From an optimization exercise on the open Yosys and OpenROAD flow, aimed at small area; shortcuts taken in it are not production practice. In this exercise RTL edits were held to simulation tests only and were not proved equivalent to the original. No driver is modelled on the clock port, so clock power and skew are understated where the tree is cut down; a real chip needs a root buffer or a tree. Power figures rest on the tool's default switching activity, not on a simulated workload.

cedar:
Design latency, start of the top module:
module latency(clk, rst, SCK, SSEL, MOSI, MISO, leds, interrupt, interrupt_ack, btn2);
Size in the first run: about 420 cells after synthesis, roughly 0.0048 sq mm of cells after synthesis.
==> module single_pulse, before the edit <==
module single_pulse(clk, rst, x, deb, deb_n);
parameter INIT = 1'b0;
input clk, rst, x;
output deb;
output deb_n;     
reg deb;
reg p0;
reg [3:0] s;
wire flip = s[3] & ~s[2] & ~s[0];            
wire deb_n = deb ^ flip;
wire d = p0 ^ deb_n;
wire f = s[0] ? (s[2] ^ s[3]) : ~s[2];
always @(posedge clk or posedge rst)
	if (rst) begin
		p0 <= INIT;
		s <= 4'b0000;
		deb <= INIT;
	end else begin
		p0 <= x;
		deb <= deb_n;
		s <= d ? {s[2:0], f} : 4'b0000;
	end
endmodule
==> module spi_slave_lcd, before the edit <==
module spi_slave_lcd(clk, rst, SCK, SSEL, SSEL_n, MOSI, MISO, pulse, parity, byte_data_send, a_top, keep, keep_old);
input clk, rst, SCK, SSEL, MOSI;
input SSEL_n;      
input keep;        
input keep_old;    
output MISO;
output pulse;
output parity;
input [7:0] byte_data_send;
input [7:0] a_top;       
reg MISO;
reg [2:0] i;
reg [7:0] rxr;
reg parity;
reg [2:0] SCK_vec;
reg done, pulse;
reg old_bit;
wire SCK_rise = ~SCK_vec[2] & SCK_vec[1];
wire step = SSEL ? (i != 3'd7) : SCK_rise;
wire rx_in = SSEL ? rxr[0] : MOSI;
wire [2:0] i_n = step ? i - 3'd1 : i;
wire [2:0] i_keep = SSEL_n ? 3'd7 : i_n;
always @(posedge clk) begin
	SCK_vec <= {SCK_vec[1:0], SCK};
	if (keep)
		old_bit <= a_top[i_keep];
end
always @(posedge clk or posedge rst)
	if (rst) begin
		MISO <= 1'b0;
		i <= 3'd7;
		rxr <= 8'd0;
		parity <= 1'b0;
		done <= 1'b0;
		pulse <= 1'b0;
	end else begin
		i <= i_n;
		done <= ~SSEL & SCK_rise & (i == 3'd0);
		pulse <= done;
		if (step) begin
			rxr <= {rx_in, rxr[7:1]};
			parity <= parity ^ rxr[0] ^ rx_in;
		end
		if (~SSEL & ~SCK_vec[1])
			MISO <= keep_old ? old_bit : byte_data_send[i];
	end
endmodule
==> module latency, before the edit <==
module latency(clk, rst, SCK, SSEL, MOSI, MISO, leds, interrupt, interrupt_ack, btn2);
input clk, rst, btn2;
input SCK, SSEL, MOSI;
output MISO;
output [7:0] leds;
output interrupt;
input interrupt_ack;
wire sck_deb, ssel_deb, int_ack_deb, ssel_deb_n;
wire pulse, parity;
reg [2:0] state;
reg [3:0] cnt;         
reg [31:0] a;
reg [31:0] b;
single_pulse #(.INIT(1'b0)) db_sck (.clk(clk), .rst(rst), .x(SCK), .deb(sck_deb), .deb_n());
single_pulse #(.INIT(1'b1)) db_ssel (.clk(clk), .rst(rst), .x(SSEL), .deb(ssel_deb), .deb_n(ssel_deb_n));
single_pulse #(.INIT(1'b1)) db_ack (.clk(clk), .rst(rst), .x(interrupt_ack), .deb(int_ack_deb), .deb_n());
wire st7 = (state == 3'd7);
wire st0 = (state == 3'd0);
wire st1 = (state == 3'd1);
wire st2 = (state == 3'd2);
wire st3 = (state == 3'd3);
assign interrupt = st1;
wire delay_done = b[16] & b[15] & b[10] & b[9] & b[7] & b[5];  
wire cnt_ge9 = cnt[3] & cnt[0];
wire ack_in = st1 & int_ack_deb;
wire [1:0] idx = cnt_ge9 ? 2'd3 : cnt[1:0] - 2'd1;
wire [3:0] sel = {idx == 2'd3, idx == 2'd2, idx == 2'd1, idx == 2'd0};
wire [7:0] byte_data_send = (a[7:0] & {8{sel[0]}}) | (a[15:8] & {8{sel[1]}})
                          | (a[23:16] & {8{sel[2]}}) | (a[31:24] & {8{sel[3]}});
spi_slave_lcd si (.clk(clk), .rst(rst), .SCK(sck_deb), .SSEL(ssel_deb), .SSEL_n(ssel_deb_n), .MOSI(MOSI), .MISO(MISO),
	.pulse(pulse), .parity(parity), .byte_data_send(byte_data_send), .a_top(a[31:24]),
	.keep(ack_in), .keep_old(st2));
wire [6:0] cnt7 = st0 ? b[6:0] : {3'd0, cnt};
assign leds = btn2 ? {parity, cnt7}
                   : {sck_deb, interrupt, int_ack_deb, ssel_deb, 1'b0, state};
always @(posedge clk or posedge rst)
	if (rst) begin
		state <= 3'd7;
		cnt <= 4'd0;
	end else begin
		case (state)
		3'd7: if (pulse) state <= 3'd0;
		3'd0: if (~int_ack_deb & delay_done) state <= 3'd1;
		3'd1: if (int_ack_deb) state <= 3'd2;
		3'd2: if (~ssel_deb) state <= 3'd3;
		3'd3: if (~pulse & cnt_ge9 & ~sck_deb) state <= 3'd0;
		default: ;
		endcase
		if (st3) begin
			if (pulse & ~cnt_ge9)
				cnt <= cnt + 4'd1;
		end else
			cnt <= {3'd0, st2 & ~ssel_deb};
	end
wire a_ld = st7 | ack_in | (st3 & pulse & (cnt == 4'd4));
wire b_inc = ~st3 & ((~state[1] & ~int_ack_deb) | (st2 & ssel_deb));
wire b_clr = a_ld;
wire b_ld9 = st0 & ~int_ack_deb & delay_done;
wire [32:0] b_cy;
assign b_cy[0] = b_inc;
genvar g;
generate for (g = 0; g < 32; g = g + 1) begin : inc
	assign b_cy[g+1] = b_cy[g] & b[g];
end endgenerate
wire [31:0] b_sum = b ^ b_cy[31:0];
always @(posedge clk) begin
	b <= b_clr ? 32'd0 : b_ld9 ? 32'hFFFFFFF7 : b_sum;
	if (a_ld)
		a <= b;
end
endmodule
clock: 10.0 ns
lec_check: 0
cap_margin: 20
core_margin: 2
core_utilization: 40
slew_margin: 20
standard.sh (not shown) runs the stock make flow with config.mk's settings and CLKGATE_MAP_FILE= SYNTH_SCRIPT=/design/flow/synth_recipe.tcl, a recipe that flattens the netlist after the stock synthesis.
==> flow/flow/run.sh <==
#!/bin/bash
# Standard layout, except: port buffers are buf_1 cells, and the clock tree
# is a fixed root buffer plus 8 leaf buffers (flow/mycts.tcl).
export MYCTS_NBUF=8
export MYCTS_LEAF=sky130_fd_sc_hd__clkbuf_8
export MYCTS_ROOT=sky130_fd_sc_hd__clkbuf_8
bash standard.sh \
  'BUFFER_PORTS_ARGS=-buffer_cell sky130_fd_sc_hd__buf_1' \
  "PRE_CTS_TCL=$(pwd)/flow/mycts.tcl" \
  finish > standard.log 2>&1
Other scripts of this flow, unchanged in this note and not shown: flow/flow/mycts.tcl
The following lists how maple was set up differently from cedar:
==> flow/design.v <==
`timescale 1ns / 1ps
module single_pulse(clk, rst, x, deb);
parameter INIT = 1'b0;
input clk, rst, x;
output deb;
reg deb;
reg p0;
reg [3:0] s;
wire flip = s[3] & ~s[2] & ~s[0];            
wire deb_n = deb ^ flip;
wire d = p0 ^ deb_n;
wire f = s[0] ? (s[2] ^ s[3]) : ~s[2];
always @(posedge clk or posedge rst)
	if (rst) begin
		p0 <= INIT;
		s <= 4'b0000;
		deb <= INIT;
	end else begin
		p0 <= x;
		deb <= deb_n;
		s <= d ? {s[2:0], f} : 4'b0000;
	end
endmodule
`timescale 1ns / 1ps
module spi_slave_lcd(clk, rst, SCK, SSEL, MOSI, MISO, pulse, parity, byte_data_send);
input clk, rst, SCK, SSEL, MOSI;
output MISO;
output pulse;
output parity;
input [7:0] byte_data_send;
reg MISO;
reg [2:0] i;
reg [7:0] rxr;
reg parity;
reg [2:0] SCK_vec;
reg done, pulse;
wire SCK_rise = ~SCK_vec[2] & SCK_vec[1];
wire step = SSEL ? (i != 3'd7) : SCK_rise;
wire rx_in = SSEL ? rxr[0] : MOSI;
always @(posedge clk) begin
	SCK_vec <= {SCK_vec[1:0], SCK};
	if (step)
		i <= i - 3'd1;
end
always @(posedge clk or posedge rst)
	if (rst) begin
		MISO <= 1'b0;
		rxr <= 8'd0;
		parity <= 1'b0;
		done <= 1'b0;
		pulse <= 1'b0;
	end else begin
		done <= ~SSEL & SCK_rise & (i == 3'd0);
		pulse <= done;
		if (step) begin
			rxr <= {rx_in, rxr[7:1]};
			parity <= parity ^ rxr[0] ^ rx_in;
		end
		if (~SSEL & ~SCK_vec[1])
			MISO <= byte_data_send[i];
	end
endmodule
`timescale 1ns / 1ps
module latency(clk, rst, SCK, SSEL, MOSI, MISO, leds, interrupt, interrupt_ack, btn2);
input clk, rst, btn2;
input SCK, SSEL, MOSI;
output MISO;
output [7:0] leds;
output interrupt;
input interrupt_ack;
wire sck_deb, ssel_deb, int_ack_deb;
wire pulse, parity;
reg [7:0] byte_data_send;
reg [2:0] state;
reg [3:0] cnt;         
reg [31:0] a, b;
single_pulse #(.INIT(1'b0)) db_sck (.clk(clk), .rst(rst), .x(SCK), .deb(sck_deb));
single_pulse #(.INIT(1'b1)) db_ssel (.clk(clk), .rst(rst), .x(SSEL), .deb(ssel_deb));
single_pulse #(.INIT(1'b1)) db_ack (.clk(clk), .rst(rst), .x(interrupt_ack), .deb(int_ack_deb));
spi_slave_lcd si (.clk(clk), .rst(rst), .SCK(sck_deb), .SSEL(ssel_deb), .MOSI(MOSI), .MISO(MISO),
	.pulse(pulse), .parity(parity), .byte_data_send(byte_data_send));
wire st7 = (state == 3'd7);
wire st0 = (state == 3'd0);
wire st1 = (state == 3'd1);
wire st2 = (state == 3'd2);
wire st3 = (state == 3'd3);
assign interrupt = st1;
wire delay_done = b[16] & b[15] & b[10] & b[9] & b[7] & b[5];  
wire cnt_ge9 = cnt[3] & cnt[0];
wire byte_pulse = st3 & pulse & ~cnt[3];       
wire [6:0] cnt7 = st0 ? b[6:0] : {3'd0, cnt};
assign leds = btn2 ? {parity, cnt7}
                   : {sck_deb, interrupt, int_ack_deb, ssel_deb, 1'b0, state};
always @(posedge clk or posedge rst)
	if (rst) begin
		state <= 3'd7;
		byte_data_send <= 8'd0;
		cnt <= 4'd0;
	end else begin
		case (state)
		3'd7: if (pulse) state <= 3'd0;
		3'd0: if (~int_ack_deb & delay_done) state <= 3'd1;
		3'd1: if (int_ack_deb) state <= 3'd2;
		3'd2: if (~ssel_deb) state <= 3'd3;
		3'd3: if (~pulse & cnt_ge9 & ~sck_deb) state <= 3'd0;
		default: ;
		endcase
		if (st3) begin
			if (pulse & ~cnt_ge9)
				cnt <= cnt + 4'd1;
		end else
			cnt <= {3'd0, st2 & ~ssel_deb};
		if ((st2 & ~ssel_deb) | byte_pulse)
			case (cnt[1:0])
			2'd0: byte_data_send <= a[7:0];
			2'd1: byte_data_send <= a[15:8];
			2'd2: byte_data_send <= a[23:16];
			2'd3: byte_data_send <= a[31:24];
			endcase
	end
wire a_ld = (st1 & int_ack_deb) | (byte_pulse & (cnt[1:0] == 2'd3));
wire b_inc = ~st3 & ((~state[1] & ~int_ack_deb) | (st2 & ssel_deb));
wire b_clr = st7 | a_ld;
wire b_ld9 = st0 & ~int_ack_deb & delay_done;
wire [32:0] b_cy;
assign b_cy[0] = b_inc;
genvar g;
generate for (g = 0; g < 32; g = g + 1) begin : inc
	assign b_cy[g+1] = b_cy[g] & b[g];
end endgenerate
wire [31:0] b_sum = b ^ b_cy[31:0];
always @(posedge clk) begin
	b <= b_clr ? 32'd0 : b_ld9 ? 32'hFFFFFFF7 : b_sum;
	if (a_ld)
		a <= b;
end
endmodule
Results
- cedar consumes more power than maple.
- In maple the period utilization turned out 0.95 points lower than in cedar.
- In terms of clock-pin slew on the worst setup and hold paths, maple and cedar differ only marginally.
- Die area went up slightly going from cedar to maple.
- Relative to cedar, the HPWL reported at the end of detailed placement measured on maple has decreased by a few percent.
In every run of this note, the design's own scripts or RTL, not TritonCTS, make the clock network.

what the ideal ports hide:
In the flow no input, the clock included, has a driving cell. The finished layouts below were timed again as built, in two steps.
Step 1 (the two cells are an assumption about what drives the block):
set clk [get_ports {clk}]
set_driving_cell -lib_cell sky130_fd_sc_hd__clkbuf_16 $clk
set_driving_cell -lib_cell sky130_fd_sc_hd__buf_2 [delete_from_list [all_inputs] $clk]
Step 2 moves the port delays by t, midway between the first and last clock arrival at a register: inputs arrive t later, outputs are due t later. That takes back most of the time a late clock gives input paths.
a / b / c = no drivers / after step 1 / after step 2; a / b = the first two.
run | t, ns | setup WS [ns] | cell pins on the clock port's net
cedar | 0.399 | 3.000 / 3.000 / 3.000 | 1
maple | 0.401 | 3.095 / 3.095 / 3.095 | 1
After both steps every run listed still meets setup and hold.
